Source: an optimization exercise on an open RTL-to-GDS flow (aim: small area, a short achievable clock period and few clock cycles). Production flows keep margins and buffers that such runs may drop. Function was checked by simulation only, so behaviour that the tests miss may differ from the original. Power and IR drop assume default switching activity.

==> flow/design.v (excerpt) <==
module m1(
input logic Clock,
input logic StartBit,
input logic Resetn,
input logic [15:0] ReadData,
output logic [15:0] WriteData,
output logic [17:0] SRAM_Address,
output logic Wen,
output logic StopBit
);
Size: roughly 2300 cells after synthesis, roughly 420 flip-flops, ~0.024 mm2 of cells after synthesis.
Settings: LEC_CHECK=0, CAP_MARGIN=20, CORE_MARGIN=2, CORE_UTILIZATION=70, SLEW_MARGIN=20; clock period 12.0 ns.
standard.sh (not shown) runs the stock make flow with config.mk's settings and CLKGATE_MAP_FILE= SYNTH_SCRIPT=/design/flow/synth_recipe.tcl, a recipe that flattens the netlist after the stock synthesis.
==> flow/flow/run.sh <==
#!/bin/bash
# Standard synthesis, then the standard layout with stronger port buffers,
# a clock tree with a strong root buffer and larger sink clusters, and
# timing repair aimed below the design's clock period. Each make run's
# full output goes to its own log here; ORFS keeps per-step logs in orfs/logs.
set -euo pipefail
bash standard.sh synth > synth.log 2>&1
bash standard.sh "BUFFER_PORTS_ARGS=-buffer_cell sky130_fd_sc_hd__buf_4" "SETUP_SLACK_MARGIN=8.5" \
  "CTS_ARGS=-sink_clustering_enable -repair_clock_nets -buf_list sky130_fd_sc_hd__clkbuf_16 -root_buf sky130_fd_sc_hd__clkbuf_16 -sink_clustering_size 26 -sink_clustering_max_diameter 150" \
  finish > layout.log 2>&1
The starting point finished clean.
Testbench counts at the start, summed over its fixed seeds: cycles 1,152,168.
Rerun with:
--- a/flow/flow/run.sh
+++ b/flow/flow/run.sh
@@ -7,3 +7,3 @@
 bash standard.sh synth > synth.log 2>&1
-bash standard.sh "BUFFER_PORTS_ARGS=-buffer_cell sky130_fd_sc_hd__buf_4" "SETUP_SLACK_MARGIN=8.5" \
+bash standard.sh "BUFFER_PORTS_ARGS=-buffer_cell sky130_fd_sc_hd__buf_4" "SETUP_SLACK_MARGIN=8.3" \
   "CTS_ARGS=-sink_clustering_enable -repair_clock_nets -buf_list sky130_fd_sc_hd__clkbuf_16 -root_buf sky130_fd_sc_hd__clkbuf_16 -sink_clustering_size 26 -sink_clustering_max_diameter 150" \
Settings changed: CORE_UTILIZATION 70 to 60.
Outcome: Synthesized cell count does not change; setup slack gains 0.0043 ns; cell count rises slightly; area after synthesis is unchanged; routed wire length grows slightly; critical path depth goes up by 1; clock power climbs slightly; count of clock-buffer cells in the layout stays the same.
Rerun with:
--- a/flow/flow/run.sh
+++ b/flow/flow/run.sh
@@ -7,3 +7,3 @@
 bash standard.sh synth > synth.log 2>&1
-bash standard.sh "BUFFER_PORTS_ARGS=-buffer_cell sky130_fd_sc_hd__buf_4" "SETUP_SLACK_MARGIN=8.3" \
+bash standard.sh "BUFFER_PORTS_ARGS=-buffer_cell sky130_fd_sc_hd__buf_4" "SETUP_SLACK_MARGIN=8.5" \
   "CTS_ARGS=-sink_clustering_enable -repair_clock_nets -buf_list sky130_fd_sc_hd__clkbuf_16 -root_buf sky130_fd_sc_hd__clkbuf_16 -sink_clustering_size 26 -sink_clustering_max_diameter 150" \
After rerunning: The new run produced a clean layout. Sequential share of layout area shrinks by 0.40 points. Power is about the same. Non-clock buffer count grows by 25. Final area grows by about 1.4%. Sequential power is about the same.

---

m1, a different RTL version from the one above (not shown whole).
Size in the first run: about 2400 cells after synthesis, about 420 flip-flops, about 55 I/O pins.
// m1
module m1(
input logic Clock,
input logic StartBit,
input logic Resetn,
input logic [15:0] ReadData,
output logic [15:0] WriteData,
output logic [17:0] SRAM_Address,
output logic Wen,
output logic StopBit
);
localparam logic [17:0] U_BASE   = 18'd38400;
localparam logic [17:0] V_BASE   = 18'd57600;
localparam logic [17:0] RGB_BASE = 18'd146944;
logic        run;
logic [4:0]  p;        
logic [15:0] S;        
logic [7:0]  col;      
logic [17:0] Wa;       
logic        w5, w6;   
logic        wr;       
logic        f0, f1, f157, f158, f159, quirk;    
logic        start;    
assign Wen = ~wr;
always_ff @(posedge Clock or negedge Resetn) begin
	if (~Resetn) begin
		run <= 1'b0;
		start <= 1'b0;
		p <= 5'b00001;
		S <= 16'd0;
		col <= 8'd156;
		Wa <= RGB_BASE;
		w5 <= 1'b0;
		w6 <= 1'b0;
		f0 <= 1'b0;
		f1 <= 1'b0;
		f157 <= 1'b0;
		f158 <= 1'b0;
		f159 <= 1'b0;
		quirk <= 1'b0;
		SRAM_Address <= 18'd0;
		wr <= 1'b0;
		StopBit <= 1'b0;
	end else if (~run) begin
		start <= StartBit;
		if (start && ~StopBit) begin
			run <= 1'b1;
			SRAM_Address <= U_BASE;
		end
	end else begin
		p <= {p[3:0], p[4]};
		wr <= 1'b0;
		if (p[0] | p[2] | p[3]) begin
			SRAM_Address <= Wa;
			if (p[0] ? w6 : w5) begin
				wr <= 1'b1;
				Wa <= Wa + 18'd1;
			end
		end
		if (p[1]) begin
			SRAM_Address <= {2'b00, S - 16'd4};
			if (wr && (&SRAM_Address)) begin
				StopBit <= 1'b1;
				run <= 1'b0;
			end
		end
		if (p[4]) begin
			S <= S + 16'd1;
			col <= f159 ? 8'd0 : col + 8'd1;
			f0 <= f159;
			f1 <= f0;
			f157 <= (col == 8'd156);
			f158 <= f157;
			f159 <= f158;
			quirk <= (S == 16'd5);
			if (S == 16'd4) w5 <= 1'b1;
			if (S == 16'd5) w6 <= 1'b1;
			SRAM_Address <= (S[0] ? U_BASE + 18'd1 : V_BASE) + {3'b000, S[15:1]};
		end
	end
end
logic [7:0] ur [0:5];
logic [7:0] vr [0:5];
logic [15:0] upend;
logic [7:0]  vpend;
wire ins = run & p[2];
always_ff @(posedge Clock) begin
	for (int k = 0; k < 5; k++) begin
		ur[k] <= ur[k+1];
		vr[k] <= vr[k+1];
	end
  ...
export LEC_CHECK = 0
export CAP_MARGIN = 20
export CORE_MARGIN = 2
export CORE_UTILIZATION = 40
export CTS_BUF_LIST = sky130_fd_sc_hd__clkbuf_16
export CTS_CLUSTER_DIAMETER = 90
export CTS_CLUSTER_SIZE = 22
export SLEW_MARGIN = 20
create_clock -name core_clock -period 12.0 [get_ports {Clock}]
==> flow/flow/run.sh <==
#!/bin/bash
# Standard synthesis, then the standard layout with stronger port buffers
# and timing repair aimed below the design's clock period.
set -euo pipefail
bash standard.sh synth > synth.log 2>&1
bash standard.sh "BUFFER_PORTS_ARGS=-buffer_cell sky130_fd_sc_hd__buf_4" "SETUP_SLACK_MARGIN=8.0" finish > layout.log 2>&1
The baseline completed without violations.
Testbench counts at the start, summed over its fixed seeds: cycles 1,152,174.
Then changed:
==> flow/flow/run.sh (replaced) <==
#!/bin/bash
set -euo pipefail
bash standard.sh synth > synth.log 2>&1
bash standard.sh "BUFFER_PORTS_ARGS=-buffer_cell sky130_fd_sc_hd__buf_4" "SETUP_SLACK_MARGIN=8.0" "CTS_ARGS=-sink_clustering_enable -repair_clock_nets -buf_list sky130_fd_sc_hd__clkbuf_16 -sink_clustering_size 22 -sink_clustering_max_diameter 90 -sink_clustering_levels 1" finish > layout.log 2>&1
Fmax stays the same.
Sequential cell count stays the same.
Worst setup slack does not change.
Die area does not change.
Critical path depth is unchanged.
Design area does not change.
Wire length does not change.
Worst hold slack stays the same.

afterwards: timing with drivers on the ports:
In the flow no input, the clock included, has a driving cell. The finished layouts below were timed again as built, in two steps. Step 1 assumes that a clkbuf_16 drives the clock port and a buf_2 every other input. Step 2 times the ports against the registers' clock, not the clock port: input delays grow and output delays shrink by t, the midpoint of the rising clock arrivals with the driver on. Three values: ideal, step 1, step 2; two values: the first two.
| run | t, ns | setup WS [ns] | latest minus earliest clock arrival (ns) |
|---|---|---|---|
| the first run of note 1 | 0.589 | 8.465 / 8.409 / 8.435 | 0.037 / 0.038 |
| the second run of note 1 | 0.593 | 8.470 / 8.413 / 8.463 | 0.034 / 0.034 |
| the third run of note 1 | 0.593 | 8.491 / 8.434 / 8.468 | 0.033 / 0.033 |
| the first run of note 2 | 0.641 | 8.176 / 8.176 / 8.176 | 0.026 / 0.026 |
| the second run of note 2 | 0.641 | 8.176 / 8.176 / 8.176 | 0.026 / 0.026 |
After both steps every run listed still meets setup and hold. The setup slack of the first run of note 1, which loses most, moves by -0.056 ns with the drivers and by -0.030 ns with both steps.
